Context: an optimization exercise on an open-source flow, tuned for small area. The choices shown serve that exercise and are no tape-out recipe. In this exercise RTL edits were held to simulation tests only and were not proved equivalent to the original. Power is estimated from default activity; no workload was simulated.

--- flow/run.sh ---
#!/bin/bash
# Own layout flow: the standard ORFS flow (standard.sh) with these changes:
#  - port buffers use the smallest buffer cell
#  - clock tree synthesis inserts no dummy loads and uses larger sink clusters
# Each tool's full output is in orfs/logs/; make's output is in own_flow.log.
set -uo pipefail
W=$(pwd)
F=$W/flow
sed "s|source \$::env(SCRIPTS_DIR)/synth.tcl|source $W/own_synth.tcl|" synth_recipe.tcl > own_synth_recipe.tcl
sed "s|^source \$::env(SCRIPTS_DIR)/synth_preamble.tcl\$|source \$::env(SCRIPTS_DIR)/synth_preamble.tcl\nset abc_args [lreplace \$abc_args 1 1 $F/abc_area.script]\nlappend abc_args -dont_use sky130_fd_sc_hd__clkinv_1 -dont_use sky130_fd_sc_hd__clkinv_2 -dont_use sky130_fd_sc_hd__clkinvlp_2|" \
    "$FLOW_HOME/scripts/synth.tcl" > own_synth.tcl
if ! grep -q "own_synth.tcl" own_synth_recipe.tcl || ! grep -q "abc_area.script" own_synth.tcl; then
    echo "could not patch the synthesis script" > own_flow.log
    exit 1
fi
bash standard.sh \
    "SYNTH_SCRIPT=$W/own_synth_recipe.tcl" \
    "BUFFER_PORTS_ARGS=-buffer_cell sky130_fd_sc_hd__buf_1" \
    "CTS_ARGS=-sink_clustering_enable -repair_clock_nets -dont_use_dummy_load -sink_clustering_size 25 -sink_clustering_max_diameter 90" \
    finish > own_flow.log 2>&1
--- flow/abc_area.script ---
strash
ifraig
scorr
dc2
strash
dch -f
amap
topo
--- standard.sh ---
#!/bin/bash
# synth_recipe.tcl (not shown) runs the flow's synth.tcl, then flattens the netlist and writes it again
# the make line also repeats each setting of config.mk as NAME=value (left out here)
make -C /OpenROAD-flow-scripts/flow DESIGN_CONFIG=/design/flow/config.mk WORK_HOME=/design/flow/orfs CLKGATE_MAP_FILE= SYNTH_SCRIPT=/design/flow/synth_recipe.tcl "${@:-finish}"
--- config.mk ---
export PLATFORM = sky130hd
export DESIGN_NAME = qcv_rv32i_core
export DESIGN_NICKNAME = qcv_rv32i_core
export VERILOG_FILES = /design/flow/design.v
export SDC_FILE = /design/flow/constraint.sdc
export NUM_CORES = 8
export LEC_CHECK = 0
export CAP_MARGIN = 20
export CORE_MARGIN = 2
export CORE_UTILIZATION = 40
export SLEW_MARGIN = 20
export SYNTH_HIERARCHICAL = 1
export SYNTH_MINIMUM_KEEP_SIZE = 0
--- constraint.sdc ---
create_clock -name core_clock -period 15.0 [get_ports {clk_i}]
set_input_delay 3.0000 -clock core_clock [delete_from_list [all_inputs] [get_ports {clk_i}]]
set_output_delay 3.0000 -clock core_clock [all_outputs]
set_load 0.01 [all_outputs]
--- design.v ---
module qcv_fa (input a, input b, input c, output s, output co);
    assign {co, s} = a + b + c;
endmodule
module qcv_addsub (
    input  wire [31:0] a,
    input  wire [31:0] b,
    input  wire        sub,
    output wire [31:0] y,
    output wire        co
);
    localparam LO = 16;
    wire [31:0] bx = b ^ {32{sub}};
    wire [LO:0] cl;
    wire [32:LO] c0, c1;
    wire [31:LO] s0, s1;
    wire cn = ~cl[LO];
    assign cl[0] = sub;
    genvar i;
    generate
        for (i = 0; i < LO; i = i + 1) begin : g_lo
            qcv_fa u (.a(a[i]), .b(bx[i]), .c(cl[i]), .s(y[i]), .co(cl[i+1]));
        end
        assign c0[LO] = 1'b0;
        assign c1[LO] = 1'b1;
        for (i = LO; i < 32; i = i + 1) begin : g_hi
            qcv_fa u0 (.a(a[i]), .b(bx[i]), .c(c0[i]), .s(s0[i]), .co(c0[i+1]));
            qcv_fa u1 (.a(a[i]), .b(bx[i]), .c(c1[i]), .s(s1[i]), .co(c1[i+1]));
            qcv_ao22 um (.a1(cn), .b1(s0[i]), .a2(cl[LO]), .b2(s1[i]), .y(y[i]));
        end
    endgenerate
    qcv_ao22 umc (.a1(cn), .b1(c0[32]), .a2(cl[LO]), .b2(c1[32]), .y(co));
endmodule
module qcv_alu (
    input  wire [31:0] opa,
    input  wire [31:0] opb,
    input  wire        is_sub,
    input  wire [2:0]  f3,
    input  wire        ins30,
    input  wire        regimm,      
    output wire [31:0] adder,
    output reg  [31:0] res,
    output wire        eq           
);
    wire co;
    qcv_addsub u_add (.a(opa), .b(opb), .sub(is_sub), .y(adder), .co(co));
    wire sltu = ~co;
    wire slt  = (opa[31] ^ opb[31]) ? opa[31] : adder[31];
    wire [31:0] x = opa ^ opb;
    assign eq = ~|x;
    wire [4:0]  shamt = opb[4:0];
    wire        sh_left = (f3 == 3'b001);
    wire        sh_fill = ins30 & opa[31] & ~sh_left;
    wire [31:0] opa_rev, sh_l;
    genvar gi;
    generate
        for (gi = 0; gi < 32; gi = gi + 1) begin : g_rev
            assign opa_rev[gi] = opa[31-gi];
        end
    endgenerate
    wire [31:0] sh_in = sh_left ? opa_rev : opa;
    wire [63:0] sh_full = {{32{sh_fill}}, sh_in} >> shamt;
    wire [31:0] sh_r = sh_full[31:0];
    generate
        for (gi = 0; gi < 32; gi = gi + 1) begin : g_rev2
            assign sh_l[gi] = sh_r[31-gi];
        end
    endgenerate
    always @(*) begin
        res = adder;
        if (regimm) begin
            case (f3)
                3'b001: res = sh_l;
                3'b010: res = {31'b0, slt};
                3'b011: res = {31'b0, sltu};
                3'b100: res = x;
                3'b101: res = sh_r;
                3'b110: res = opa | opb;
                3'b111: res = opa & opb;
                default: res = adder;
            endcase
        end
    end
endmodule
module qcv_aoi222 (input a1, input b1, input a2, input b2, input a3, input b3, output y);
    assign y = ~((a1 & b1) | (a2 & b2) | (a3 & b3));
endmodule
module qcv_ao222 (input a1, input b1, input a2, input b2, input a3, input b3, output y);
    assign y = (a1 & b1) | (a2 & b2) | (a3 & b3);
endmodule
module qcv_ao22 (input a1, input b1, input a2, input b2, output y);
    assign y = (a1 & b1) | (a2 & b2);
endmodule
module qcv_nand2 (input a, input b, output y);
    assign y = ~(a & b);
endmodule
module qcv_nand3 (input a, input b, input c, output y);
    assign y = ~(a & b & c);
endmodule
module qcv_inv (input a, output y);
    assign y = ~a;
endmodule
module qcv_or_nand4x2_nand3 (input [3:0] a, input [3:0] b, input [2:0] c, output y);
    assign y = ~(&a) | ~(&b) | ~(&c);
endmodule
module qcv_ld32 (input [31:0] d, input [31:0] q, input ld, input hold, output [31:0] y);
    genvar i;
    generate
        for (i = 0; i < 32; i = i + 1) begin : g
            qcv_ao22 u (.a1(ld), .b1(d[i]), .a2(hold), .b2(q[i]), .y(y[i]));
        end
    endgenerate
endmodule
module qcv_sel3x32 (input [31:0] a, input [31:0] b, input [31:0] c,
                    input sa, input sb, input sc, output [31:0] y);
    genvar i;
    generate
        for (i = 0; i < 32; i = i + 1) begin : g
            qcv_ao222 u (.a1(sa), .b1(a[i]), .a2(sb), .b2(b[i]), .a3(sc), .b3(c[i]), .y(y[i]));
        end
    endgenerate
endmodule
module qcv_rf_rdport (
    input  wire [991:0] rf,
    input  wire [31:1]  sel,
    output wire [31:0]  rdata
);
    genvar b, k;
    generate
        for (b = 0; b < 32; b = b + 1) begin : g_bit
            wire [10:0] n;
            for (k = 0; k < 10; k = k + 1) begin : g_grp
                qcv_aoi222 u_aoi (
                    .a1(sel[3*k+1]), .b1(rf[(3*k+0)*32+b]),
                    .a2(sel[3*k+2]), .b2(rf[(3*k+1)*32+b]),
                    .a3(sel[3*k+3]), .b3(rf[(3*k+2)*32+b]),
                    .y(n[k]));
            end
            qcv_nand2 u_last (.a(sel[31]), .b(rf[30*32+b]), .y(n[10]));
            qcv_or_nand4x2_nand3 u_or (.a(n[3:0]), .b(n[7:4]), .c(n[10:8]), .y(rdata[b]));
        end
    endgenerate
endmodule
module qcv_csr_rdmux (
    input  wire [9*32-1:0] d,
    input  wire [8:0]      s,
    input  wire            s_misa,
    output wire [31:0]     y
);
    genvar b;
    generate
        for (b = 0; b < 32; b = b + 1) begin : g_bit
            wire [2:0] n;
            qcv_aoi222 u0 (.a1(s[0]), .b1(d[0*32+b]), .a2(s[1]), .b2(d[1*32+b]), .a3(s[2]), .b3(d[2*32+b]), .y(n[0]));
            qcv_aoi222 u1 (.a1(s[3]), .b1(d[3*32+b]), .a2(s[4]), .b2(d[4*32+b]), .a3(s[5]), .b3(d[5*32+b]), .y(n[1]));
            qcv_aoi222 u2 (.a1(s[6]), .b1(d[6*32+b]), .a2(s[7]), .b2(d[7*32+b]), .a3(s[8]), .b3(d[8*32+b]), .y(n[2]));
            if (b == 30 || b == 8) begin : g_misa
                assign y[b] = ~(n[0] & n[1] & n[2]) | s_misa;
            end else begin : g_plain
                assign y[b] = ~(n[0] & n[1] & n[2]);
            end
        end
    endgenerate
endmodule
module qcv_rv32i_core (
    input  wire        clk_i,
    input  wire        rst_ni,
    input  wire [31:0] hart_id_i,
    input  wire [31:0] boot_addr_i,
    output wire        instr_req_o,
    input  wire        instr_gnt_i,
    input  wire        instr_rvalid_i,
    output wire [31:0] instr_addr_o,
    input  wire [31:0] instr_rdata_i,
    input  wire        instr_err_i,
    output wire        data_req_o,
    input  wire        data_gnt_i,
    input  wire        data_rvalid_i,
    output wire        data_we_o,
    output wire [3:0]  data_be_o,
    output wire [31:0] data_addr_o,
    output wire [31:0] data_wdata_o,
    input  wire [31:0] data_rdata_i,
    input  wire        data_err_i,
    output wire        irq_pending_o,
    output wire        core_busy_o
);
    reg  [31:0] fifo_rdata0, fifo_rdata1;
    reg  [31:0] fifo_addr0, fifo_addr1;
    reg         fifo_err0, fifo_err1;
    reg         fifo_valid0, fifo_valid1;
    reg         fifo_wptr_q, fifo_rptr_q;
    reg  [1:0]  fifo_cnt_q;
    reg  [31:0] fetch_addr_q;
    reg  [1:0]  sd0;
    reg         sd1;
    reg         outst0, outst1;
    reg         disc0, disc1;
    reg         id_valid_q;
    reg         id_clr_q;       
    reg  [31:0] id_instr_q;
    reg  [31:0] id_pc_q;
    reg         id_ferr_q;
    reg         rst_req_q;
    reg         id_fsm_q;
    reg         ls_gnt_q;       
    reg         ls_rv_q;        
    reg  [29:0] ls_addr_q;
    reg  [31:0] ls_wdata_q;
    reg         ls_we_q;
    reg  [1:0]  ls_type_q;
    reg         ls_sign_q;
    reg  [1:0]  ls_off_q;
    reg  [31:0] ls_rdata_q;
    reg  [31:0] mstatus_q;
    reg  [31:0] mie_q, mip_q, mscratch_q, mcause_q, mtval_q;
    reg  [31:1] mepc_q;
    reg  [31:2] mtvec_hi_q;
    reg         mtvec_lo_q;
    reg         mstatus_v, mie_v, mip_v, mscratch_v, mcause_v, mtval_v, mepc_v;
    reg  [991:0] rf_q;
    reg  [31:1]  rf_v;
    wire [31:0] ins = id_instr_q;
    wire [6:0]  opcode = ins[6:0];
    wire [4:0]  rd     = ins[11:7];
    wire [2:0]  f3     = ins[14:12];
    wire [4:0]  rs1    = ins[19:15];
    wire [4:0]  rs2    = ins[24:20];
    wire [6:0]  f7     = ins[31:25];
    wire op_lui    = (opcode == 7'b0110111);
    wire op_auipc  = (opcode == 7'b0010111);
    wire op_jal    = (opcode == 7'b1101111);
    wire op_jalr   = (opcode == 7'b1100111);
    wire op_branch = (opcode == 7'b1100011);
    wire op_load   = (opcode == 7'b0000011);
    wire op_store  = (opcode == 7'b0100011);
    wire op_imm    = (opcode == 7'b0010011);
    wire op_reg    = (opcode == 7'b0110011);
    wire op_misc   = (opcode == 7'b0001111);
    wire op_system = (opcode == 7'b1110011);
    wire f7_zero = (f7 == 7'b0000000);
    wire f7_alt  = (f7 == 7'b0100000);
    wire sys_f3_csr = op_system & (f3[1:0] != 2'b00);    
    reg illegal_dec;
    always @(*) begin
        illegal_dec = 1'b0;
        if (op_load)  illegal_dec = (f3 == 3'b011) | (f3[2] & f3[1]);
        else if (op_store) illegal_dec = f3[2] | (f3[1] & f3[0]);
        else if (op_imm) begin
            if (f3 == 3'b001) illegal_dec = ~f7_zero;
            else if (f3 == 3'b101) illegal_dec = ~(f7_zero | f7_alt);
        end
        else if (op_reg) begin
            if (f3 == 3'b000 || f3 == 3'b101) illegal_dec = ~(f7_zero | f7_alt);
            else illegal_dec = ~f7_zero;
        end
        else if (op_system) begin
            if (f3 == 3'b100) illegal_dec = 1'b1;
            else if (f3 == 3'b000)
                illegal_dec = ~((ins[31:20] == 12'h000) | (ins[31:20] == 12'h001) |
                                (ins[31:20] == 12'h302) | (ins[31:20] == 12'h7b2) |
                                (ins[31:20] == 12'h105));
        end
        else if (!(op_lui | op_auipc | op_jal | op_jalr | op_branch | op_misc))
            illegal_dec = 1'b1;
    end
    wire data_req_dec = op_load | op_store;
    wire jump_dec     = op_jal | op_jalr | (op_misc & (f3 == 3'b001));
    function f_use_rs1(input [31:0] i);
        f_use_rs1 = (i[6:0] == 7'b1100111) | (i[6:0] == 7'b1100011) | (i[6:0] == 7'b0000011) |
                    (i[6:0] == 7'b0100011) | (i[6:0] == 7'b0010011) | (i[6:0] == 7'b0110011) |
                    ((i[6:0] == 7'b1110011) & ~i[14] & (i[13:12] != 2'b00));
    endfunction
    function f_use_rs2(input [31:0] i);
        f_use_rs2 = (i[6:0] == 7'b1100011) | (i[6:0] == 7'b0100011) | (i[6:0] == 7'b0110011);
    endfunction
    reg use_rs1, use_rs2;
    wire wr_class = op_lui | op_auipc | op_jal | op_jalr | op_load | op_imm | op_reg | sys_f3_csr;
    wire [31:0] rf_wdata;
    wire        rf_we;
    wire [31:0] rf_rdata_a, rf_rdata_b;
    wire [31:1] sel_a, sel_b, sel_an, sel_bn, rf_wen, rf_wn, rf_hold;
    wire [3:0] ra_h, rb_h, w_h;
    wire [7:0] ra_l, rb_l, w_l;
    genvar gi;
    generate
        for (gi = 0; gi < 4; gi = gi + 1) begin : g_pdh
            assign ra_h[gi] = use_rs1 & (rs1[4:3] == gi);
            assign rb_h[gi] = use_rs2 & (rs2[4:3] == gi);
            assign w_h[gi]  = rf_we & wr_class & ~id_clr_q & (rd[4:3] == gi);
        end
        for (gi = 0; gi < 8; gi = gi + 1) begin : g_pdl
            assign ra_l[gi] = (rs1[2:0] == gi);
            assign rb_l[gi] = (rs2[2:0] == gi);
            assign w_l[gi]  = (rd[2:0] == gi);
        end
        for (gi = 1; gi < 32; gi = gi + 1) begin : g_rf
            qcv_nand3 u_san (.a(ra_h[gi/8]), .b(ra_l[gi%8]), .c(rf_v[gi]), .y(sel_an[gi]));
            qcv_inv   u_sa  (.a(sel_an[gi]), .y(sel_a[gi]));
            qcv_nand3 u_sbn (.a(rb_h[gi/8]), .b(rb_l[gi%8]), .c(rf_v[gi]), .y(sel_bn[gi]));
            qcv_inv   u_sb  (.a(sel_bn[gi]), .y(sel_b[gi]));
            qcv_nand2 u_wn  (.a(w_h[gi/8]), .b(w_l[gi%8]), .y(rf_wn[gi]));
            qcv_inv   u_we  (.a(rf_wn[gi]), .y(rf_wen[gi]));
            qcv_inv   u_wh  (.a(rf_wen[gi]), .y(rf_hold[gi]));
            wire [31:0] d;
            qcv_ld32 u_ld (.d(rf_wdata), .q(rf_q[gi*32-32 +: 32]), .ld(rf_wen[gi]), .hold(rf_hold[gi]), .y(d));
            always @(posedge clk_i) rf_q[gi*32-32 +: 32] <= d;
            always @(posedge clk_i or negedge rst_ni) begin
                if (!rst_ni) rf_v[gi] <= 1'b0;
                else if (rf_wen[gi]) rf_v[gi] <= 1'b1;
            end
        end
    endgenerate
    qcv_rf_rdport u_rd_a (.rf(rf_q), .sel(sel_a), .rdata(rf_rdata_a));
    qcv_rf_rdport u_rd_b (.rf(rf_q), .sel(sel_b), .rdata(rf_rdata_b));
    wire ls_store_done  = ls_gnt_q & data_gnt_i & ls_we_q;
    wire lsu_rvalid     = ls_rv_q & data_rvalid_i;
    wire lsu_resp_valid = lsu_rvalid | ls_store_done;
    wire load_err  = lsu_rvalid & data_err_i;
    wire store_err = ls_store_done & data_err_i;
    wire exc_any   = id_ferr_q | illegal_dec | load_err | store_err;
    wire exc_det   = id_valid_q & exc_any;
    wire stall_id  = id_fsm_q & ~lsu_resp_valid;
    wire do_stall  = stall_id | exc_det;
    wire executing = id_valid_q & ~do_stall;
    wire [31:0] imm_i = {{20{ins[31]}}, ins[31:20]};
    wire [31:0] imm_s = {{20{ins[31]}}, ins[31:25], ins[11:7]};
    wire [31:0] imm_u = {ins[31:12], 12'b0};
    wire [31:0] imm_j = {{12{ins[31]}}, ins[19:12], ins[20], ins[30:21], 1'b0};
    wire use_imm_i = op_jalr | op_load | op_imm;
    reg  [31:0] imm;
    always @(*) begin
        imm = 32'b0;
        if (use_imm_i) imm = imm_i;
        else if (op_store) imm = imm_s;
        else if (op_lui | op_auipc) imm = imm_u;
        else if (op_jal) imm = imm_j;
    end
    wire sel_pc   = op_auipc | op_jal | op_jalr;
    wire op_b_imm = op_lui | op_auipc | op_jal | op_jalr | op_load | op_store | op_imm;
    wire [31:0] opa;
    qcv_ld32 u_opa (.d(id_pc_q), .q(rf_rdata_a), .ld(sel_pc), .hold(~sel_pc), .y(opa));
    wire [31:0] opb = op_b_imm ? imm : rf_rdata_b;
    wire alu_regimm = op_imm | op_reg;
    wire is_sub = op_branch | (op_reg & (f3 == 3'b000) & ins[30]) |
                  (alu_regimm & (f3[2:1] == 2'b01));
    wire [31:0] adder, alu_res;
    wire        ops_eq;
    qcv_alu u_alu (.opa(opa), .opb(opb), .is_sub(is_sub), .f3(f3), .ins30(ins[30]),
                   .regimm(alu_regimm), .adder(adder), .res(alu_res), .eq(ops_eq));
    wire br_cond = (f3 == 3'b000) ? ops_eq :
                   (f3 == 3'b001) ? ~ops_eq :
                   (f3 == 3'b101) | (f3 == 3'b111);
    wire take     = (op_branch & br_cond) | jump_dec;
    wire do_flush = id_valid_q & (exc_any | (~do_stall & take));
    wire [11:0] caddr = ins[31:20];
    wire a_mstatus  = (caddr == 12'h300);
    wire a_misa     = (caddr == 12'h301);
    wire a_mie      = (caddr == 12'h304);
    wire a_mtvec    = (caddr == 12'h305);
    wire a_mscratch = (caddr == 12'h340);
    wire a_mepc     = (caddr == 12'h341);
    wire a_mcause   = (caddr == 12'h342);
    wire a_mtval    = (caddr == 12'h343);
    wire a_mip      = (caddr == 12'h344);
    wire a_mhartid  = (caddr == 12'hF14);
    wire [31:0] mtvec_q = {mtvec_hi_q, 1'b0, mtvec_lo_q};
    wire [31:0] csr_rdata;
    qcv_csr_rdmux u_csr_rd (
        .d({hart_id_i, mip_q, mtval_q, mcause_q, {mepc_q, 1'b0}, mscratch_q, mtvec_q, mie_q, mstatus_q}),
        .s({a_mhartid, a_mip & mip_v, a_mtval & mtval_v, a_mcause & mcause_v, a_mepc & mepc_v,
            a_mscratch & mscratch_v, a_mtvec, a_mie & mie_v, a_mstatus & mstatus_v}),
        .s_misa(a_misa),
        .y(csr_rdata));
    wire [31:0] csr_wsrc = f3[2] ? {27'b0, rs1} : rf_rdata_a;
    wire csr_wr_op  = (f3[1:0] == 2'b01) | ((f3[1:0] != 2'b00) & (rs1 != 5'd0));
    wire csr_rw_ok  = a_mstatus | a_mie | a_mtvec | a_mscratch | a_mepc | a_mcause | a_mtval | a_mip;
    wire csr_we     = executing & op_system & csr_wr_op & csr_rw_ok;
    wire [31:0] csr_wdata = (f3[1:0] == 2'b01) ? csr_wsrc :
                            (f3[1:0] == 2'b10) ? (csr_rdata | csr_wsrc) :
                                                 (csr_rdata & ~csr_wsrc);
    wire [2:0] exc_cause = id_ferr_q ? 3'd1 : illegal_dec ? 3'd2 : load_err ? 3'd5 : 3'd7;
    wire we_mstatus  = csr_we & a_mstatus;
    wire we_mie      = csr_we & a_mie;
    wire we_mip      = csr_we & a_mip;
    wire we_mscratch = csr_we & a_mscratch;
    wire we_mtvec    = csr_we & a_mtvec;
    wire we_mepc     = csr_we & a_mepc;
    wire we_mcause   = csr_we & a_mcause;
    wire we_mtval    = csr_we & a_mtval;
    wire [31:0] mstatus_d, mstatus_t;
    qcv_ld32 u_ms (.d(csr_wdata), .q(mstatus_q), .ld(we_mstatus),
                   .hold(~we_mstatus & ~(exc_det & ~mstatus_v)), .y(mstatus_t));
    assign mstatus_d = {mstatus_t[31:13], mstatus_t[12:11] | {2{exc_det}}, mstatus_t[10:8],
                        exc_det ? (mstatus_v & mstatus_q[3]) : mstatus_t[7], mstatus_t[6:4],
                        mstatus_t[3] & ~exc_det, mstatus_t[2:0]};
    always @(posedge clk_i) mstatus_q <= mstatus_d;
    wire [31:0] mie_d, mip_d, mscratch_d, mtval_d, mcause_d, mepc_d, mtvec_d;
    qcv_ld32 u_mie (.d(csr_wdata), .q(mie_q), .ld(we_mie), .hold(~we_mie), .y(mie_d));
    qcv_ld32 u_mip (.d(csr_wdata), .q(mip_q), .ld(we_mip), .hold(~we_mip), .y(mip_d));
    qcv_ld32 u_mscr (.d(csr_wdata), .q(mscratch_q), .ld(we_mscratch), .hold(~we_mscratch), .y(mscratch_d));
    qcv_sel3x32 u_mtval (.a(id_pc_q), .b(csr_wdata), .c(mtval_q),
                         .sa(exc_det), .sb(we_mtval), .sc(~(exc_det | we_mtval)), .y(mtval_d));
    qcv_sel3x32 u_mepc (.a(id_pc_q), .b(csr_wdata), .c({mepc_q, 1'b0}),
                        .sa(exc_det), .sb(we_mepc), .sc(~(exc_det | we_mepc)), .y(mepc_d));
    wire [31:0] mcause_t;
    qcv_ld32 u_mcause (.d(csr_wdata), .q(mcause_q), .ld(we_mcause), .hold(~(exc_det | we_mcause)), .y(mcause_t));
    assign mcause_d = {mcause_t[31:3], mcause_t[2:0] | (exc_det ? exc_cause : 3'b000)};
    qcv_sel3x32 u_mtvec (.a({boot_addr_i[31:2], 2'b00}), .b(csr_wdata), .c(mtvec_q),
                         .sa(rst_req_q), .sb(we_mtvec), .sc(~(rst_req_q | we_mtvec)), .y(mtvec_d));
    always @(posedge clk_i) begin
        mie_q      <= mie_d;
        mip_q      <= mip_d;
        mscratch_q <= mscratch_d;
        mtval_q    <= mtval_d;
        mepc_q     <= mepc_d[31:1];
        mcause_q   <= mcause_d;
        mtvec_hi_q <= mtvec_d[31:2];
        mtvec_lo_q <= mtvec_d[0];
    end
    always @(posedge clk_i or negedge rst_ni) begin
        if (!rst_ni) begin
            mstatus_v <= 1'b0;
            mie_v <= 1'b0; mip_v <= 1'b0; mscratch_v <= 1'b0;
            mepc_v <= 1'b0; mcause_v <= 1'b0; mtval_v <= 1'b0;
        end else begin
            if (exc_det | we_mstatus) mstatus_v <= 1'b1;
            if (we_mie) mie_v <= 1'b1;
            if (we_mip) mip_v <= 1'b1;
            if (we_mscratch) mscratch_v <= 1'b1;
            if (exc_det | we_mepc)   mepc_v   <= 1'b1;
            if (exc_det | we_mcause) mcause_v <= 1'b1;
            if (exc_det | we_mtval)  mtval_v  <= 1'b1;
        end
    end
    wire rf_we_lsu = lsu_rvalid & ~data_err_i;
    wire rf_we_id  = executing & wr_class & ~op_load;
    assign rf_we   = rf_we_id | rf_we_lsu;
    qcv_sel3x32 u_wb (.a(ls_rdata_q), .b(csr_rdata), .c(alu_res),
                      .sa(rf_we_lsu), .sb(~rf_we_lsu & op_system), .sc(~rf_we_lsu & ~op_system),
                      .y(rf_wdata));
    always @(posedge clk_i or negedge rst_ni) begin
        if (!rst_ni) id_fsm_q <= 1'b0;
        else if (do_flush) id_fsm_q <= 1'b0;
        else id_fsm_q <= id_fsm_q ? lsu_resp_valid : (executing & data_req_dec);
    end
    wire lsu_req = executing & data_req_dec & ~id_fsm_q;
    wire ls_idle = ~ls_gnt_q & ~ls_rv_q;
    wire [1:0] ls_type = (f3[1:0] == 2'b00) ? 2'b01 : (f3[1:0] == 2'b01) ? 2'b10 : 2'b11;
    wire [1:0] aoff = adder[1:0];
    always @(posedge clk_i or negedge rst_ni) begin
        if (!rst_ni) begin
            ls_gnt_q <= 1'b0;
            ls_rv_q  <= 1'b0;
        end else begin
            if (ls_idle) ls_gnt_q <= lsu_req;
            else if (ls_gnt_q & data_gnt_i) begin
                ls_gnt_q <= 1'b0;
                ls_rv_q  <= ~ls_we_q;
            end else if (ls_rv_q & data_rvalid_i) ls_rv_q <= 1'b0;
        end
    end
    wire [31:0] ls_wd_new = rf_rdata_b << {aoff, 3'b000};
    wire [31:0] ls_wdata_d, ls_addr_d, ls_misc_d;
    qcv_ld32 u_ls_wd (.d(ls_wd_new), .q(ls_wdata_q), .ld(ls_idle), .hold(~ls_idle), .y(ls_wdata_d));
    qcv_ld32 u_ls_ad (.d({2'b00, adder[31:2]}), .q({2'b00, ls_addr_q}), .ld(ls_idle), .hold(~ls_idle), .y(ls_addr_d));
    qcv_ld32 u_ls_mi (.d({25'b0, op_store, ls_type, ~f3[2], aoff}),
                      .q({25'b0, ls_we_q, ls_type_q, ls_sign_q, ls_off_q}),
                      .ld(ls_idle), .hold(~ls_idle), .y(ls_misc_d));
    always @(posedge clk_i) begin
        ls_wdata_q <= ls_wdata_d;
        ls_addr_q  <= ls_addr_d[29:0];
        {ls_we_q, ls_type_q, ls_sign_q, ls_off_q} <= ls_misc_d[6:0];
    end
    wire [31:0] rsh = data_rdata_i >> {ls_off_q, 3'b000};
    wire [31:0] ld_val = (ls_type_q == 2'b01) ? {{24{ls_sign_q & rsh[7]}}, rsh[7:0]} :
                         (ls_type_q == 2'b10) ? {{16{ls_sign_q & rsh[15]}}, rsh[15:0]} :
                         data_rdata_i;
    wire [31:0] ls_rdata_d;
    qcv_ld32 u_ls_rd (.d(ld_val), .q(ls_rdata_q), .ld(lsu_rvalid), .hold(~lsu_rvalid), .y(ls_rdata_d));
    always @(posedge clk_i or negedge rst_ni) begin
        if (!rst_ni) ls_rdata_q <= 32'b0;
        else ls_rdata_q <= ls_rdata_d;
    end
    assign data_req_o   = ls_gnt_q;
    assign data_addr_o  = {ls_addr_q, 2'b00};
    assign data_be_o    = (ls_type_q == 2'b01) ? (4'b0001 << ls_off_q) :
                          (ls_type_q == 2'b10) ? (4'b0011 << ls_off_q) : 4'b1111;
    assign data_wdata_o = ls_wdata_q;
    assign data_we_o    = ls_we_q;
    wire branch   = do_flush;
    wire id_ready = ~do_stall;
    wire fifo_empty = (fifo_cnt_q == 2'b00);
    wire fifo_full  = (fifo_cnt_q == 2'b10);
    wire fifo_pop   = ~fifo_empty & id_ready;
    wire fifo_push  = instr_rvalid_i & ~disc0;
    wire [31:0] push_addr = {fetch_addr_q[31:2] - {28'b0, sd0}, fetch_addr_q[1:0]};
    wire mem_req_ok = ~fifo_full & ~outst1;
    wire do_fetch   = mem_req_ok & instr_gnt_i;
    assign instr_req_o  = mem_req_ok;
    assign instr_addr_o = fetch_addr_q;
    always @(posedge clk_i or negedge rst_ni) begin
        if (!rst_ni) begin
            fifo_valid0 <= 1'b0;
            fifo_valid1 <= 1'b0;
            fifo_wptr_q <= 1'b0;
            fifo_rptr_q <= 1'b0;
            fifo_cnt_q  <= 2'b00;
        end else if (branch) begin
            fifo_valid0 <= 1'b0;
            fifo_valid1 <= 1'b0;
            fifo_wptr_q <= 1'b0;
            fifo_rptr_q <= 1'b0;
            fifo_cnt_q  <= 2'b00;
        end else begin
            fifo_wptr_q <= fifo_wptr_q ^ fifo_push;
            fifo_rptr_q <= fifo_rptr_q ^ fifo_pop;
            if (fifo_push & ~fifo_pop) fifo_cnt_q <= fifo_cnt_q + 2'd1;
            else if (~fifo_push & fifo_pop) fifo_cnt_q <= fifo_cnt_q - 2'd1;
            if (fifo_pop & ~fifo_rptr_q) fifo_valid0 <= 1'b0;
            else if (fifo_push & ~fifo_wptr_q) fifo_valid0 <= 1'b1;
            if (fifo_pop & fifo_rptr_q) fifo_valid1 <= 1'b0;
            else if (fifo_push & fifo_wptr_q) fifo_valid1 <= 1'b1;
        end
    end
    wire push0 = fifo_push & ~fifo_wptr_q;
    wire push1 = fifo_push & fifo_wptr_q;
    wire [31:0] f_rdata0_d, f_rdata1_d, f_addr0_d, f_addr1_d, f_err_d;
    qcv_ld32 u_fd0 (.d(instr_rdata_i), .q(fifo_rdata0), .ld(push0), .hold(~push0), .y(f_rdata0_d));
    qcv_ld32 u_fd1 (.d(instr_rdata_i), .q(fifo_rdata1), .ld(push1), .hold(~push1), .y(f_rdata1_d));
    qcv_ld32 u_fa0 (.d(push_addr), .q(fifo_addr0), .ld(push0), .hold(~push0), .y(f_addr0_d));
    qcv_ld32 u_fa1 (.d(push_addr), .q(fifo_addr1), .ld(push1), .hold(~push1), .y(f_addr1_d));
    always @(posedge clk_i) begin
        fifo_rdata0 <= f_rdata0_d;
        fifo_rdata1 <= f_rdata1_d;
        fifo_addr0  <= f_addr0_d;
        fifo_addr1  <= f_addr1_d;
        if (push0) fifo_err0 <= instr_err_i;
        if (push1) fifo_err1 <= instr_err_i;
    end
    wire f_valid = (fifo_rptr_q ? fifo_valid1 : fifo_valid0) & ~fifo_empty;
    wire f_err   = fifo_rptr_q ? fifo_err1 : fifo_err0;
    wire [31:0] br_target, fetch_addr_d;
    wire        s_br  = branch;
    wire        s_inc = do_fetch & ~branch;
    qcv_ld32 u_tgt (.d(mtvec_q), .q(adder), .ld(exc_det), .hold(~exc_det), .y(br_target));
    qcv_sel3x32 u_fetch (.a(br_target), .b(fetch_addr_q + 32'd4), .c(fetch_addr_q),
                         .sa(s_br), .sb(s_inc), .sc(~(s_br | s_inc)), .y(fetch_addr_d));
    always @(posedge clk_i or negedge rst_ni) begin
        if (!rst_ni) fetch_addr_q <= 32'b0;
        else fetch_addr_q <= fetch_addr_d;
    end
    always @(posedge clk_i or negedge rst_ni) begin
        if (!rst_ni) begin
            outst0 <= 1'b0; outst1 <= 1'b0;
            disc0  <= 1'b0; disc1  <= 1'b0;
            sd0 <= 2'd0;
            sd1 <= 1'b0;
        end else begin
            if (do_fetch) begin
                sd0 <= {sd1, ~sd1};
                sd1 <= 1'b1;
            end else if (instr_rvalid_i) begin
                sd0 <= {1'b0, sd1};
            end
            if (branch) begin
                outst0 <= 1'b0; outst1 <= 1'b0;
                disc0  <= 1'b1; disc1  <= 1'b1;
            end else begin
                if (instr_rvalid_i | do_fetch) begin
                    outst0 <= outst1;
                    disc0  <= disc1;
                end
                if (do_fetch) begin
                    outst1 <= 1'b1;
                    disc1  <= 1'b0;
                end else if (~instr_rvalid_i) begin
                    outst1 <= outst0 & outst1;
                end else begin
                    outst1 <= 1'b0;
                end
            end
        end
    end
    wire id_load = ~branch & id_ready & f_valid;
    wire id_ld0  = id_load & ~fifo_rptr_q;
    wire id_ld1  = id_load & fifo_rptr_q;
    always @(posedge clk_i or negedge rst_ni) begin
        if (!rst_ni) begin
            id_valid_q <= 1'b0;
            id_clr_q   <= 1'b1;
            rst_req_q  <= 1'b1;
        end else begin
            rst_req_q <= 1'b0;
            if (branch) begin
                id_valid_q <= 1'b0;
                id_clr_q   <= 1'b1;
            end else if (id_ready) begin
                id_valid_q <= f_valid;
                if (f_valid) id_clr_q <= 1'b0;
            end
        end
    end
    wire [31:0] id_instr_d, id_pc_d;
    qcv_sel3x32 u_id_i (.a(fifo_rdata0), .b(fifo_rdata1), .c(id_instr_q),
                        .sa(id_ld0), .sb(id_ld1), .sc(~id_load), .y(id_instr_d));
    qcv_sel3x32 u_id_p (.a(fifo_addr0), .b(fifo_addr1), .c(id_pc_q),
                        .sa(id_ld0), .sb(id_ld1), .sc(~id_load), .y(id_pc_d));
    always @(posedge clk_i) begin
        id_instr_q <= id_instr_d;
        use_rs1    <= f_use_rs1(id_instr_d);
        use_rs2    <= f_use_rs2(id_instr_d);
        id_pc_q    <= id_pc_d;
        if (id_load) id_ferr_q <= f_err;
    end
    assign core_busy_o   = outst0 | outst1 | mem_req_ok | ls_gnt_q | ls_rv_q;
    assign irq_pending_o = 1'b0;
endmodule
==> results.py, run 1 <==
metrics = {
    "clock_tree": {
        "htreeDepth": 3,
        "cts_tree": "done",
        "cts-root-buf": "clkbuf_16",
        "postCtsSetupBuffers": 0,
        "clock_sinks": 1632,
        "ctsLongestPathBuffers": 3,
        "cts_buffers": 82,
        "cts_resized": 0,
        "holdBufCountCts": 0,
        "worst_skew_pair.late_latency_ns": 0.76,
        "path_clk_slew_ns": 0.10,
    },
    "critical_path": {
        "path_max_fanout": 32,
        "crit_type": "register to register",
        "max_stage_delay_ns": 0.69,
        "cp-end-kind": "register",
        "ff2ff_setup_slack_ns": 1.37,
        "cp_slowest_cell": "fa_1",
        "cp.required_ns": 15.65,
        "cpMostUsedCell": "fa_1",
        "arrival_ns": 14.28,
        "cp-start-kind": "register",
    },
    "routing": {
        "met2WireLength_um": 137000,
        "wl_per_cell_um": 36.4,
        "wirelength_met1_um": 132000,
        "drc_errors": 0,
        "firstDrtPassIters": 15,
        "avgViaCountPerCell": 7.47,
        "initialDrtViolationCount": 16201,
        "wl_met3_um": 51500,
        "top_layer_used": "met5",
        "vias": 70077,
        "ant_nets": 0,
        "routed_wl_um": 342000,
    },
    "final_layout": {
        "n_antenna_cell": 0,
        "final_common_cell": "dfxtp_1",
        "drive_gt1_share_pct": 6.05,
        "final_cell_mix": "dfxtp_1, a22o_1, a222oi_1",
        "nets": 7339,
        "top_register": "rf_q",
        "final_area_um2": 77300,
        "final_util_pct": 45.1,
        "area_growth_syn_to_layout_pct": 11.9,
        "stdcell_count": 9386,
        "largest_reg_flops": 992,
    },
    "global_routing": {
        "grt_pass1_vias": 63332,
        "antenna_found_initial": 14,
        "grt.overflow.total": 0,
        "track_usage_pct": 37.0,
        "grt_max_degree": 69,
        "grt_pass1_wl_um": 479000,
    },
    "sta": {
        "rsz0062_at_grt": "no",
        "finalCritPeriodShare_pct": 90.9,
        "finClkSkew_ns": 0.104,
        "slew_violations": 0,
        "worst_slew_pin_slew_ns": 1.20,
        "period_needed_ns": 13.63,
        "holdWs_ns": 0.447,
        "setup_violations": 0,
        "hold_viol_final": 0,
        "max_freq_mhz": 73.4,
        "setup_tns_ns": 0,
        "timing.slew.headroom_pct": 20.0,
    },
    "placement": {
        "portBuffers": 235,
        "place_inst": 9303,
        "dpl.hpwl_um": 227000,
        "dpl_cell_area_um2": 75200,
        "gp_congestion": 1.06,
    },
    "outcome": {
        "run_status": "no timing/DRC/antenna violations",
    },
    "floorplanning": {
        "num_rows": 152,
        "start_util_pct": 40.3,
        "core_area_um2": 172000,
        "io_pins": 241,
        "fp.dieH_um": 420,
        "dieWidth_um": 420,
        "dieArea_um2": 176000,
    },
    "power": {
        "p_sw_share_pct": 35.1,
        "pwr-share-seq_pct": 52.3,
        "power.density_nw_per_um2": 127,
        "intPower_w": 0.00640,
        "switchingPower_w": 0.00346,
        "p_clk_share_pct": 24.7,
        "pwr-share-comb_pct": 23.0,
        "ir_drop_v": 0.000163,
        "p_leak_nw": 30.4,
    },
    "yosys": {
        "avgSynthCellArea_um2": 10.7,
        "synth_area_um2": 69100,
        "ys_warn_count": 10,
        "synthCells": 6467,
    },
    "hold_path": {
        "hold_class": "register to register",
    },
    "flow_run": {
        "maxCapViolCount": 0,
    },
}
## power by group through the flow
stage	clock, W	combinational [W]	sequential [W]
after floorplan	0	0.00130	0.00507
after global placement	0	0.00215	0.00522
after detailed placement	0	0.00218	0.00523
after CTS	0.00244	0.00219	0.00513
after global routing	0.00259	0.00240	0.00519
final	0.00243	0.00227	0.00516
## cell type report
| cell class | instances | area (um^2) |
|---|---|---|
| multi-input combinational | 4212 | 33600 |
| tap | 2310 | 2890 |
| fill | 16272 | 94200 |
| sequential | 1632 | 33300 |
| timing repair buffer | 525 | 3080 |
| clock buffer | 82 | 2050 |
| inverter | 625 | 2350 |
## worst max-delay path, delay by kind of cell (launching register included)
| family | cells | cell delay [ns] |
|---|---|---|
| buffers and inverters | 10 | 2.60 |
| AND/OR/NAND/NOR | 7 | 1.99 |
| flip-flops | 1 | 0.58 |
| AO/OA/AOI/OAI | 7 | 1.79 |
| adder cells (fa/ha/maj) | 15 | 6.56 |
## path summary, 6_finish.rpt
| check | endpoint | depth (start not counted) | from |
|---|---|---|---|
| setup / recovery | rf_q[319]$_DFF_P_ | 39 | id_instr_q[20]$_DFF_P_ |
| hold reg to reg | id_pc_q[2]$_DFF_P_ | 2 | fifo_addr1[2]$_DFF_P_ |
| hold / removal | id_pc_q[2]$_DFF_P_ | 2 | fifo_addr1[2]$_DFF_P_ |
| setup reg to reg | rf_q[319]$_DFF_P_ | 39 | id_instr_q[20]$_DFF_P_ |
| max in group asynchronous | mcause_v$_DFFE_PN0P_ | 3 | rst_ni |
| min in group asynchronous | fetch_addr_q[22]$_DFF_PN0_ | 1 | rst_ni |
## through the flow
stage	power, W	setup WS, ns
2_1_floorplan	0.00637	0.689
3_3_place_gp	0.00736	2.02
3_5_place_dp	0.00741	1.99
4_1_cts	0.00976	1.93
5_1_grt	0.0102	1.24
6_report	0.00986	1.37
## layer usage
| metal | global-route usage (%) | up-vias |
|---|---|---|
| met5 | 0 | - |
| met4 | 18.5 | 2 |
| met3 | 10.7 | 878 |
| met2 | 51.7 | 5750 |
| met1 | 51.5 | 34761 |
| li1 | - | 28686 |
==> run 2, diff against run 1 <==
--- a/design.v
+++ b/design.v
@@ -120,7 +120,24 @@
     endgenerate
 endmodule
-module qcv_rf_rdport (
+module qcv_aoi22 (input a1, input b1, input a2, input b2, output y);
+    assign y = ~((a1 & b1) | (a2 & b2));
+endmodule
+module qcv_sel4x32 (input [31:0] a, input [31:0] b, input [31:0] c, input [31:0] d,
+                    input sa, input sb, input sc, input sd, output [31:0] y);
+    genvar i;
+    generate
+        for (i = 0; i < 32; i = i + 1) begin : g
+            wire n0, n1;
+            qcv_aoi22 u0 (.a1(sa), .b1(a[i]), .a2(sb), .b2(b[i]), .y(n0));
+            qcv_aoi22 u1 (.a1(sc), .b1(c[i]), .a2(sd), .b2(d[i]), .y(n1));
+            qcv_nand2 u2 (.a(n0), .b(n1), .y(y[i]));
+        end
+    endgenerate
+endmodule
+module qcv_rf_rdport #(parameter HAS_X = 1) (
     input  wire [991:0] rf,
     input  wire [31:1]  sel,
+    input  wire [31:0]  x,
+    input  wire         sel_x,
     output wire [31:0]  rdata
 );
@@ -136,5 +153,9 @@
                     .y(n[k]));
             end
-            qcv_nand2 u_last (.a(sel[31]), .b(rf[30*32+b]), .y(n[10]));
+            if (HAS_X) begin : g_x
+                qcv_aoi22 u_last (.a1(sel[31]), .b1(rf[30*32+b]), .a2(sel_x), .b2(x[b]), .y(n[10]));
+            end else begin : g_nx
+                qcv_nand2 u_last (.a(sel[31]), .b(rf[30*32+b]), .y(n[10]));
+            end
             qcv_or_nand4x2_nand3 u_or (.a(n[3:0]), .b(n[7:4]), .c(n[10:8]), .y(rdata[b]));
         end
@@ -267,5 +288,5 @@
     wire jump_dec     = op_jal | op_jalr | (op_misc & (f3 == 3'b001));
     function f_use_rs1(input [31:0] i);
-        f_use_rs1 = (i[6:0] == 7'b1100111) | (i[6:0] == 7'b1100011) | (i[6:0] == 7'b0000011) |
+        f_use_rs1 = (i[6:0] == 7'b1100011) | (i[6:0] == 7'b0000011) |
                     (i[6:0] == 7'b0100011) | (i[6:0] == 7'b0010011) | (i[6:0] == 7'b0110011) |
                     ((i[6:0] == 7'b1110011) & ~i[14] & (i[13:12] != 2'b00));
@@ -274,5 +295,8 @@
         f_use_rs2 = (i[6:0] == 7'b1100011) | (i[6:0] == 7'b0100011) | (i[6:0] == 7'b0110011);
     endfunction
-    reg use_rs1, use_rs2;
+    function f_sel_pc(input [31:0] i);
+        f_sel_pc = (i[6:0] == 7'b0010111) | (i[6:0] == 7'b1101111) | (i[6:0] == 7'b1100111);
+    endfunction
+    reg use_rs1, use_rs2, sel_pc;
     wire wr_class = op_lui | op_auipc | op_jal | op_jalr | op_load | op_imm | op_reg | sys_f3_csr;
     wire [31:0] rf_wdata;
@@ -311,6 +335,6 @@
         end
     endgenerate
-    qcv_rf_rdport u_rd_a (.rf(rf_q), .sel(sel_a), .rdata(rf_rdata_a));
-    qcv_rf_rdport u_rd_b (.rf(rf_q), .sel(sel_b), .rdata(rf_rdata_b));
+    qcv_rf_rdport #(.HAS_X(1)) u_rd_a (.rf(rf_q), .sel(sel_a), .x(id_pc_q), .sel_x(sel_pc), .rdata(rf_rdata_a));
+    qcv_rf_rdport #(.HAS_X(0)) u_rd_b (.rf(rf_q), .sel(sel_b), .x(32'b0), .sel_x(1'b0), .rdata(rf_rdata_b));
     wire ls_store_done  = ls_gnt_q & data_gnt_i & ls_we_q;
     wire lsu_rvalid     = ls_rv_q & data_rvalid_i;
@@ -336,8 +360,6 @@
         else if (op_jal) imm = imm_j;
     end
-    wire sel_pc   = op_auipc | op_jal | op_jalr;
     wire op_b_imm = op_lui | op_auipc | op_jal | op_jalr | op_load | op_store | op_imm;
-    wire [31:0] opa;
-    qcv_ld32 u_opa (.d(id_pc_q), .q(rf_rdata_a), .ld(sel_pc), .hold(~sel_pc), .y(opa));
+    wire [31:0] opa = rf_rdata_a;
     wire [31:0] opb = op_b_imm ? imm : rf_rdata_b;
     wire alu_regimm = op_imm | op_reg;
@@ -540,10 +562,10 @@
     wire f_valid = (fifo_rptr_q ? fifo_valid1 : fifo_valid0) & ~fifo_empty;
     wire f_err   = fifo_rptr_q ? fifo_err1 : fifo_err0;
-    wire [31:0] br_target, fetch_addr_d;
-    wire        s_br  = branch;
+    wire [31:0] fetch_addr_d;
+    wire        s_exc = exc_det;
+    wire        s_br  = branch & ~exc_det;
     wire        s_inc = do_fetch & ~branch;
-    qcv_ld32 u_tgt (.d(mtvec_q), .q(adder), .ld(exc_det), .hold(~exc_det), .y(br_target));
-    qcv_sel3x32 u_fetch (.a(br_target), .b(fetch_addr_q + 32'd4), .c(fetch_addr_q),
-                         .sa(s_br), .sb(s_inc), .sc(~(s_br | s_inc)), .y(fetch_addr_d));
+    qcv_sel4x32 u_fetch (.a(mtvec_q), .b(adder), .c(fetch_addr_q + 32'd4), .d(fetch_addr_q),
+                         .sa(s_exc), .sb(s_br), .sc(s_inc), .sd(~(branch | s_inc)), .y(fetch_addr_d));
     always @(posedge clk_i or negedge rst_ni) begin
         if (!rst_ni) fetch_addr_q <= 32'b0;
@@ -609,4 +631,5 @@
         id_instr_q <= id_instr_d;
         use_rs1    <= f_use_rs1(id_instr_d);
+        sel_pc     <= f_sel_pc(id_instr_d);
         use_rs2    <= f_use_rs2(id_instr_d);
         id_pc_q    <= id_pc_d;
--- a/flow/run.sh
+++ b/flow/run.sh
@@ -2,5 +2,6 @@
 # Own layout flow: the standard ORFS flow (standard.sh) with these changes:
 #  - port buffers use the smallest buffer cell
-#  - clock tree synthesis inserts no dummy loads and uses larger sink clusters
+#  - clock tree synthesis builds the tree from clkbuf_8 cells with sink clusters
+#    sized to keep flip-flop clock-pin slew well under the limit, and inserts no dummy loads
 # Each tool's full output is in orfs/logs/; make's output is in own_flow.log.
 set -uo pipefail
@@ -17,4 +18,4 @@
     "SYNTH_SCRIPT=$W/own_synth_recipe.tcl" \
     "BUFFER_PORTS_ARGS=-buffer_cell sky130_fd_sc_hd__buf_1" \
-    "CTS_ARGS=-sink_clustering_enable -repair_clock_nets -dont_use_dummy_load -sink_clustering_size 25 -sink_clustering_max_diameter 90" \
+    "CTS_ARGS=-sink_clustering_enable -repair_clock_nets -dont_use_dummy_load -buf_list sky130_fd_sc_hd__clkbuf_8 -sink_clustering_size 16 -sink_clustering_max_diameter 65" \
     finish > own_flow.log 2>&1
==> run 2 against run 1 <==
  * First-iteration DRC count down 6.7%
  * Die area decreased by 0.39%
  * Sequential share of layout area up 0.34 points
  * Fmax down 1.2%
  * Largest power group unchanged
==> results.py, run 2 <==
metrics = {
    "yosys": {
        "synthCells": 6429,
        "synth_area_um2": 68800,
        "avgSynthCellArea_um2": 10.7,
        "ys_warn_count": 10,
    },
    "critical_path": {
        "max_stage_delay_ns": 0.80,
        "crit_type": "register to register",
        "ff2ff_setup_slack_ns": 1.20,
        "path_delay_family": "adder cells",
        "cpMostUsedCell": "fa_1",
        "arrival_ns": 14.59,
        "reg2reg_depth": 39,
        "reg2reg_from": "id_instr_q[20]$_DFF_P_",
        "cp-end-kind": "register",
        "cp_slowest_cell": "a222oi_1",
        "r2r-end": "rf_q[352]$_DFF_P_",
        "cp.required_ns": 15.79,
        "cp-start-kind": "register",
        "path_max_fanout": 31,
        "path_buf_inv": 4,
    },
    "final_layout": {
        "final_area_um2": 76800,
        "nets": 7352,
        "largest_reg_flops": 992,
        "top_register": "rf_q",
        "drive_gt1_share_pct": 7.11,
        "final_common_cell": "dfxtp_1",
        "final_cell_mix": "dfxtp_1, a22o_1, a222oi_1",
        "fillers": 16318,
        "area_growth_syn_to_layout_pct": 11.5,
        "regArea_um2": 33300,
        "multi_input_area_um2": 33500,
    },
    "routing": {
        "drc_errors": 0,
        "ant_nets": 0,
        "routed_wl_um": 343000,
        "avgViaCountPerCell": 7.36,
        "vias": 69275,
        "firstDrtPassIters": 15,
        "wl_per_cell_um": 36.4,
        "initialDrtViolationCount": 15114,
    },
    "placement": {
        "dpl_cell_area_um2": 75100,
        "portBuffers": 235,
        "dpl.hpwl_um": 226000,
        "gp_congestion": 1.05,
    },
    "global_routing": {
        "grt_max_degree": 69,
        "antenna_found_initial": 11,
        "track_usage_pct": 37.3,
        "grt_pass1_vias": 64225,
        "grt.overflow.total": 0,
        "grt_pass1_wl_um": 479000,
    },
    "power": {
        "switchingPower_w": 0.00344,
        "p_clk_share_pct": 22.7,
        "ir_drop_v": 0.0000892,
        "intPower_w": 0.00613,
        "pwr-share-comb_pct": 22.2,
        "p_leak_nw": 30.0,
        "p_sw_share_pct": 36.0,
        "power.density_nw_per_um2": 125,
        "pwr-share-seq_pct": 55.1,
    },
    "floorplanning": {
        "dieWidth_um": 419,
        "start_util_pct": 40.2,
        "core_area_um2": 171000,
        "num_rows": 152,
        "io_pins": 241,
        "dieArea_um2": 175000,
        "fp.dieH_um": 419,
    },
    "clock_tree": {
        "cts_tree": "done",
        "clock_sinks": 1633,
        "cts-root-buf": "clkbuf_8",
        "cts_buffers": 121,
        "holdBufCountCts": 0,
        "postCtsSetupBuffers": 0,
        "htreeDepth": 3,
        "ctsLongestPathBuffers": 3,
        "cts_resized": 0,
        "path_clk_slew_ns": 0.10,
        "worst_skew_pair.late_latency_ns": 0.98,
    },
    "sta": {
        "period_needed_ns": 13.80,
        "max_freq_mhz": 72.5,
        "setup_tns_ns": 0,
        "finalCritPeriodShare_pct": 92.0,
        "timing.slew.headroom_pct": 20.3,
        "worst_slew_pin_slew_ns": 1.18,
        "setup_violations": 0,
        "hold_viol_final": 0,
        "finClkSkew_ns": 0.149,
        "slew_violations": 0,
        "rsz0062_at_grt": "no",
    },
    "hold_path": {
        "hp-start": "fifo_addr0[6]$_DFF_P_",
        "whs_path_depth": 2,
        "hold_class": "register to register",
        "min_to": "id_pc_q[6]$_DFF_P_",
    },
    "outcome": {
        "run_status": "no timing/DRC/antenna violations",
    },
    "flow_run": {
        "maxCapViolCount": 0,
    },
}
## run 2: tightest hold or removal path, cell delays in order, from the launching register on
cell,delay [ns]
dfxtp_1,0.35
a222oi_1,0.08
inv_1,0.06
## run 2: metal layers
layer | GRT usage (%) | vias up | wire length, um
met1 | 46.3 | 34079 | 124000
li1 | - | 28623 | -
met3 | 10.1 | 1115 | 44300
met4 | 29.3 | 2 | 33100
met2 | 54.5 | 5456 | 142000
met5 | 0 | - | 7
## run 2: worst max-delay path by stage
stage / startpoint / endpoint / cells after the start
finish: id_instr_q[20]$_DFF_P_ / rf_q[352]$_DFF_P_ / 39
global route: id_instr_q[22]$_DFF_P_ / rf_q[352]$_DFF_P_ / 39
CTS: id_instr_q[21]$_DFF_P_ / rf_q[352]$_DFF_P_ / 40
detailed placement: id_instr_q[20]$_DFF_P_ / rf_q[800]$_DFF_P_ / 39
global placement: id_instr_q[21]$_DFF_P_ / rf_q[863]$_DFF_P_ / 36
floorplan: id_instr_q[3]$_DFF_P_ / rf_q[0]$_DFF_P_ / 35
## run 2: area by class of cell
type	instances	area share [%]
clock buffers	121	2.17
repair buffers	537	4.10
flip-flops and latches	1633	43.4
multi-input cells	4204	43.6
inverters	594	2.90
diodes	8	0.0261
well taps	2310	3.77
## run 2: through the flow
stage                     power [W]  util, %  worst slack, ns  cells  hold slack, ns
final                       0.00957     44.8             1.20   9407           0.395
after global routing        0.00990     44.8             1.30   9402           0.432
after detailed placement    0.00741     43.8             1.88   9276           0.445
after CTS                   0.00950     44.8             1.80   9397           0.389
after floorplan             0.00635        -            0.669   6436           0.424
after global placement      0.00737     43.8             1.97   9275           0.440
## run 2: power by group through the flow
stage / registers, W / logic, W / clock network, W
CTS: 0.00524 / 0.00207 / 0.00218
floorplan: 0.00509 / 0.00125 / 0
global route: 0.00530 / 0.00227 / 0.00233
global placement: 0.00533 / 0.00203 / 0
finish: 0.00528 / 0.00213 / 0.00217
detailed placement: 0.00534 / 0.00207 / 0
==> run 3, diff against run 2 <==
--- a/design.v
+++ b/design.v
@@ -486,6 +486,6 @@
     qcv_ld32 u_ls_wd (.d(ls_wd_new), .q(ls_wdata_q), .ld(ls_idle), .hold(~ls_idle), .y(ls_wdata_d));
     qcv_ld32 u_ls_ad (.d({2'b00, adder[31:2]}), .q({2'b00, ls_addr_q}), .ld(ls_idle), .hold(~ls_idle), .y(ls_addr_d));
-    qcv_ld32 u_ls_mi (.d({25'b0, op_store, ls_type, ~f3[2], aoff}),
-                      .q({25'b0, ls_we_q, ls_type_q, ls_sign_q, ls_off_q}),
+    qcv_ld32 u_ls_mi (.d({26'b0, op_store, ls_type, ~f3[2], aoff}),
+                      .q({26'b0, ls_we_q, ls_type_q, ls_sign_q, ls_off_q}),
                       .ld(ls_idle), .hold(~ls_idle), .y(ls_misc_d));
     always @(posedge clk_i) begin
--- a/flow/run.sh
+++ b/flow/run.sh
@@ -2,4 +2,5 @@
 # Own layout flow: the standard ORFS flow (standard.sh) with these changes:
 #  - port buffers use the smallest buffer cell
+#  - timing-driven global placement keeps its repairs only from overflow 0.3 on
 #  - clock tree synthesis builds the tree from clkbuf_8 cells with sink clusters
 #    sized to keep flip-flop clock-pin slew well under the limit, and inserts no dummy loads
@@ -18,4 +19,5 @@
     "SYNTH_SCRIPT=$W/own_synth_recipe.tcl" \
     "BUFFER_PORTS_ARGS=-buffer_cell sky130_fd_sc_hd__buf_1" \
+    "GPL_KEEP_OVERFLOW=0.3" \
     "CTS_ARGS=-sink_clustering_enable -repair_clock_nets -dont_use_dummy_load -buf_list sky130_fd_sc_hd__clkbuf_8 -sink_clustering_size 16 -sink_clustering_max_diameter 65" \
     finish > own_flow.log 2>&1
==> run 3 against run 2 <==
  * Wire length grew 1.4%
  * Still clean
  * Critical path type unchanged
  * Clock power is essentially flat
  * Core utilization shrank 0.14 points
  * Power grew 0.11%
  * Clock skew grew 0.017 ns
  * Final cell count shrank 0.64%
==> results.py, run 3 <==
metrics = {
    "sta": {
        "finalCritPeriodShare_pct": 91.5,
        "rsz0062_at_grt": "no",
        "hold_viol_final": 0,
        "setup_violations": 0,
        "finClkSkew_ns": 0.165,
        "setup_tns_ns": 0,
        "worst_slew_pin_slew_ns": 1.21,
        "slew_violations": 0,
        "timing.slew.headroom_pct": 19.2,
        "max_freq_mhz": 72.9,
        "period_needed_ns": 13.72,
    },
    "floorplanning": {
        "dieWidth_um": 419,
        "num_rows": 152,
        "fp.dieH_um": 419,
        "dieArea_um2": 175000,
        "start_util_pct": 40.2,
        "io_pins": 241,
        "core_area_um2": 171000,
    },
    "clock_tree": {
        "holdBufCountCts": 0,
        "cts-root-buf": "clkbuf_8",
        "worst_skew_pair.late_latency_ns": 1.00,
        "cts_buffers": 120,
        "cts_resized": 0,
        "htreeDepth": 3,
        "ctsLongestPathBuffers": 3,
        "cts_tree": "done",
        "postCtsSetupBuffers": 0,
        "clock_sinks": 1633,
        "path_clk_slew_ns": 0.10,
    },
    "final_layout": {
        "top_register": "rf_q",
        "final_common_cell": "dfxtp_1",
        "drive_gt1_share_pct": 7.62,
        "stdcell_count": 9347,
        "area_growth_syn_to_layout_pct": 11.2,
        "final_cell_mix": "dfxtp_1, a22o_1, a222oi_1",
        "largest_reg_flops": 992,
        "fillers": 16341,
        "nets": 7294,
    },
    "global_routing": {
        "grt_max_degree": 70,
        "grt.overflow.total": 0,
        "grt_pass1_vias": 64144,
        "track_usage_pct": 37.7,
        "antenna_found_initial": 10,
        "grt_pass1_wl_um": 482000,
    },
    "critical_path": {
        "path_max_fanout": 31,
        "crit_type": "register to register",
        "cpMostUsedCell": "fa_1",
        "cp_slowest_cell": "a222oi_1",
        "arrival_ns": 14.57,
        "cp-end-kind": "register",
        "cp.required_ns": 15.85,
        "cp-start-kind": "register",
        "max_stage_delay_ns": 0.82,
    },
    "routing": {
        "initialDrtViolationCount": 15198,
        "routed_wl_um": 348000,
        "ant_nets": 0,
        "firstDrtPassIters": 13,
        "vias": 69778,
        "wl_per_cell_um": 37.2,
        "avgViaCountPerCell": 7.47,
        "drc_errors": 0,
    },
    "flow_run": {
        "maxCapViolCount": 0,
    },
    "power": {
        "p_clk_share_pct": 22.8,
        "power.density_nw_per_um2": 125,
        "pwr-share-seq_pct": 55.1,
        "intPower_w": 0.00612,
        "switchingPower_w": 0.00346,
        "total_power_w": 0.00959,
        "p_leak_nw": 29.5,
        "ir_drop_v": 0.000125,
        "p_sw_share_pct": 36.1,
        "pwr-share-comb_pct": 22.1,
    },
    "placement": {
        "portBuffers": 235,
        "dpl.hpwl_um": 222000,
        "gp_congestion": 1.05,
        "place_inst": 9221,
    },
    "hold_path": {
        "hold_class": "register to register",
    },
    "yosys": {
        "synth_area_um2": 68800,
        "avgSynthCellArea_um2": 10.7,
        "synthCells": 6429,
        "ys_warn_count": 8,
    },
    "outcome": {
        "run_status": "no timing/DRC/antenna violations",
    },
}
## run 3: stage by stage
step | util, % | hold slack, ns | setup WS [ns] | cell area [um^2]
3_5_place_dp | 43.7 | 0.448 | 2.20 | 74800
6_report | 44.7 | 0.418 | 1.28 | 76500
3_3_place_gp | 43.6 | 0.443 | 1.99 | 74800
4_1_cts | 44.6 | 0.423 | 2.14 | 76500
2_1_floorplan | - | 0.424 | 0.669 | 68800
5_1_grt | 44.6 | 0.469 | 1.44 | 76500
## run 3: routing by layer
metal | vias to the layer above | wire length (um) | global-route usage, %
li1 | 28531 | - | -
met1 | 34236 | 123000 | 46.0
met2 | 5753 | 142000 | 54.4
met3 | 1248 | 48500 | 12.4
met4 | 10 | 33600 | 30.2
met5 | - | 200 | 0.0278
## run 3: layout make-up
class	count	area [um^2]	area share [%]
antenna	6	15.0	0.0196
clock buffer	120	1650	2.16
inverter	594	2230	2.92
multi-input combinational	4204	33600	43.9
sequential	1633	33300	43.6
tap	2310	2890	3.78
timing repair buffer	480	2770	3.62
## run 3: worst paths after layout
kind / to / start / cells after the start / slack [ns]
worst max-delay path: rf_q[607]$_DFF_P_ / id_instr_q[20]$_DFF_P_ / 36 / 1.28
worst min-delay path: id_pc_q[6]$_DFF_P_ / fifo_addr0[6]$_DFF_P_ / 2 / 0.42
worst max register to register: rf_q[607]$_DFF_P_ / id_instr_q[20]$_DFF_P_ / 36 / 1.28
worst min register to register: id_pc_q[6]$_DFF_P_ / fifo_addr0[6]$_DFF_P_ / 2 / 0.42
max in group asynchronous: fetch_addr_q[20]$_DFF_PN0_ / rst_ni / 3 / 11.15
min in group asynchronous: ls_rdata_q[24]$_DFF_PN0_ / rst_ni / 1 / 1.84
## run 3: critical path, delay by kind of cell, from the launching register on
family	cells	cell delay (ns)
AND/OR/NAND/NOR	7	2.17
flip-flops	1	0.50
adder cells (fa/ha/maj)	15	6.32
AO/OA/AOI/OAI	7	2.35
buffers and inverters	7	2.21
## run 3: power by group through the flow
stage                     clock network (W)  logic (W)  registers [W]
final                               0.00218    0.00212        0.00528
after global routing                0.00233    0.00225        0.00530
after CTS                           0.00218    0.00206        0.00526
after detailed placement                  0    0.00205        0.00535
after global placement                    0    0.00202        0.00534
after floorplan                           0    0.00125        0.00509
==> run 4, diff against run 3 <==
--- a/design.v
+++ b/design.v
@@ -38,7 +38,10 @@
     input  wire        ins30,
     input  wire        regimm,      
+    input  wire        st,          
+    input  wire [31:0] st_data,
     output wire [31:0] adder,
     output reg  [31:0] res,
-    output wire        eq           
+    output wire        eq,          
+    output wire [31:0] st_aligned   
 );
     wire co;
@@ -48,15 +51,16 @@
     wire [31:0] x = opa ^ opb;
     assign eq = ~|x;
-    wire [4:0]  shamt = opb[4:0];
-    wire        sh_left = (f3 == 3'b001);
+    wire [4:0]  shamt = st ? {adder[1:0], 3'b000} : opb[4:0];
+    wire        sh_left = st | (f3 == 3'b001);
     wire        sh_fill = ins30 & opa[31] & ~sh_left;
-    wire [31:0] opa_rev, sh_l;
+    wire [31:0] lsrc = st ? st_data : opa;
+    wire [31:0] lsrc_rev, sh_l;
     genvar gi;
     generate
         for (gi = 0; gi < 32; gi = gi + 1) begin : g_rev
-            assign opa_rev[gi] = opa[31-gi];
+            assign lsrc_rev[gi] = lsrc[31-gi];
         end
     endgenerate
-    wire [31:0] sh_in = sh_left ? opa_rev : opa;
+    wire [31:0] sh_in = sh_left ? lsrc_rev : opa;
     wire [63:0] sh_full = {{32{sh_fill}}, sh_in} >> shamt;
     wire [31:0] sh_r = sh_full[31:0];
@@ -66,4 +70,5 @@
         end
     endgenerate
+    assign st_aligned = sh_l;
     always @(*) begin
         res = adder;
@@ -366,8 +371,9 @@
     wire is_sub = op_branch | (op_reg & (f3 == 3'b000) & ins[30]) |
                   (alu_regimm & (f3[2:1] == 2'b01));
-    wire [31:0] adder, alu_res;
+    wire [31:0] adder, alu_res, st_aligned;
     wire        ops_eq;
     qcv_alu u_alu (.opa(opa), .opb(opb), .is_sub(is_sub), .f3(f3), .ins30(ins[30]),
-                   .regimm(alu_regimm), .adder(adder), .res(alu_res), .eq(ops_eq));
+                   .regimm(alu_regimm), .st(op_store), .st_data(rf_rdata_b),
+                   .adder(adder), .res(alu_res), .eq(ops_eq), .st_aligned(st_aligned));
     wire br_cond = (f3 == 3'b000) ? ops_eq :
                    (f3 == 3'b001) ? ~ops_eq :
@@ -482,5 +488,5 @@
         end
     end
-    wire [31:0] ls_wd_new = rf_rdata_b << {aoff, 3'b000};
+    wire [31:0] ls_wd_new = st_aligned;    
     wire [31:0] ls_wdata_d, ls_addr_d, ls_misc_d;
     qcv_ld32 u_ls_wd (.d(ls_wd_new), .q(ls_wdata_q), .ld(ls_idle), .hold(~ls_idle), .y(ls_wdata_d));
==> run 4 against run 3 <==
  * Still clean
  * First-iteration DRC count increased by 1.8%
  * Wire length is 0.45% lower
  * Highest routed layer unchanged
  * Combinational power grew 9%
  * Setup slack improved by 0.025 ns
==> results.py, run 4 <==
metrics = {
    "critical_path": {
        "cpMostUsedCell": "fa_1",
        "endpoint": "rf_q[477]$_DFF_P_",
        "path_max_fanout": 18,
        "cp-end-kind": "register",
        "cp-start-kind": "register",
        "arrival_ns": 14.54,
        "cp_slowest_cell": "fa_1",
        "cp-startpoint": "id_instr_q[20]$_DFF_P_",
        "reg2reg_depth": 36,
        "cp.required_ns": 15.85,
        "ff2ff_setup_slack_ns": 1.31,
        "reg2reg_from": "id_instr_q[20]$_DFF_P_",
        "crit_type": "register to register",
    },
    "floorplanning": {
        "start_util_pct": 40.2,
        "dieArea_um2": 175000,
        "io_pins": 241,
        "num_rows": 152,
        "dieWidth_um": 419,
        "fp.dieH_um": 419,
    },
    "sta": {
        "period_needed_ns": 13.69,
        "setup_violations": 0,
        "holdWs_ns": 0.441,
        "finalCritPeriodShare_pct": 91.3,
        "worst_slew_pin_slew_ns": 1.30,
        "worst_slack_ns": 1.31,
        "setup_tns_ns": 0,
        "hold_viol_final": 0,
        "finClkSkew_ns": 0.117,
        "rsz0062_at_grt": "no",
        "max_freq_mhz": 73.0,
    },
    "final_layout": {
        "largest_reg_flops": 992,
        "final_common_cell": "dfxtp_1",
        "top_register": "rf_q",
        "area_growth_syn_to_layout_pct": 11.4,
        "regArea_um2": 33300,
        "drive_gt1_share_pct": 7.63,
        "fillers": 16349,
        "nets": 7344,
        "multi_input_area_um2": 33400,
    },
    "yosys": {
        "ys_warn_count": 8,
        "synth_area_um2": 68700,
        "avgSynthCellArea_um2": 10.7,
    },
    "clock_tree": {
        "cts-root-buf": "clkbuf_8",
        "path_clk_slew_ns": 0.10,
        "holdBufCountCts": 0,
        "htreeDepth": 4,
        "clock_sinks": 1633,
        "cts_tree": "done",
    },
    "power": {
        "p_leak_nw": 29.7,
        "ir_drop_v": 0.000106,
        "power.density_nw_per_um2": 129,
    },
    "global_routing": {
        "grt_pass1_vias": 63629,
        "grt_max_degree": 68,
        "antenna_found_initial": 23,
        "grt_pass1_wl_um": 481000,
        "grt.overflow.total": 0,
    },
    "outcome": {
        "run_status": "no timing/DRC/antenna violations",
    },
    "routing": {
        "wl_per_cell_um": 37.1,
        "initialDrtViolationCount": 15468,
        "routed_wl_um": 346000,
        "avgViaCountPerCell": 7.47,
        "vias": 69800,
        "drc_errors": 0,
        "firstDrtPassIters": 13,
    },
    "flow_run": {
        "maxCapViolCount": 0,
    },
    "placement": {
        "dpl.hpwl_um": 227000,
        "gp_congestion": 1.05,
        "place_ws_ns": 2.01,
        "portBuffers": 235,
    },
    "hold_path": {
        "hold_class": "register to register",
        "whs_path_depth": 2,
    },
}
## run 4: routing by layer
layer  wire, um  part of all wire, %  GRT usage (%)
met5         55                0.016              0
met3      46300                   13           10.7
met1     124000                   36           46.9
met4      27700                  8.0           25.5
met2     148000                   43           56.2
## run 4: where the power goes
part	switching (W)	leakage, nW	internal [W]	total (W)
clock	0.00148	0.942	0.000784	0.00226
sequential	0.000525	13.8	0.00477	0.00529
combinational	0.00161	14.9	0.000707	0.00231
total	0.00361	29.7	0.00626	0.00987
## run 4: layout make-up
cell class	count	area share (%)
clock buffers	131	2.35
flip-flops and latches	1633	43.5
multi-input cells	4208	43.7
inverters	611	3.00
diodes	24	0.0784
well taps	2233	3.65
repair buffers	498	3.73
## run 4: worst min-delay path by stage
stage                            from                   end  slack, ns
2_1_floorplan    mcause_v$_DFFE_PN0P_  mcause_v$_DFFE_PN0P_       0.42
3_3_place_gp        mepc_q[4]$_DFF_P_     mepc_q[4]$_DFF_P_       0.44
3_5_place_dp       mtval_q[4]$_DFF_P_    mtval_q[4]$_DFF_P_       0.45
4_1_cts        fifo_addr0[14]$_DFF_P_   id_pc_q[14]$_DFF_P_       0.43
5_1_grt        fifo_addr0[14]$_DFF_P_   id_pc_q[14]$_DFF_P_       0.45
6_report       fifo_addr0[14]$_DFF_P_   id_pc_q[14]$_DFF_P_       0.44
## run 4: per-stage QoR
| stage | area [um^2] | power, W | cells | utilization [%] |
|---|---|---|---|---|
| 2_1_floorplan | 68800 | 0.00643 | 6457 | - |
| 3_3_place_gp | 74700 | 0.00755 | 9182 | 43.6 |
| 3_5_place_dp | 74700 | 0.00760 | 9182 | 43.7 |
| 4_1_cts | 76500 | 0.00978 | 9313 | 44.7 |
| 5_1_grt | 76500 | 0.0102 | 9318 | 44.7 |
| 6_report | 76600 | 0.00987 | 9338 | 44.7 |
## run 4: worst max-delay path: cells and delay by family (launching register included)
kind	cells	cell delay, ns
AOI/OAI and AO/OA	7	2.39
adders and majority gates	16	6.88
buffers and inverters	6	1.86
DFF	1	0.57
and+or+nand+nor	7	1.84
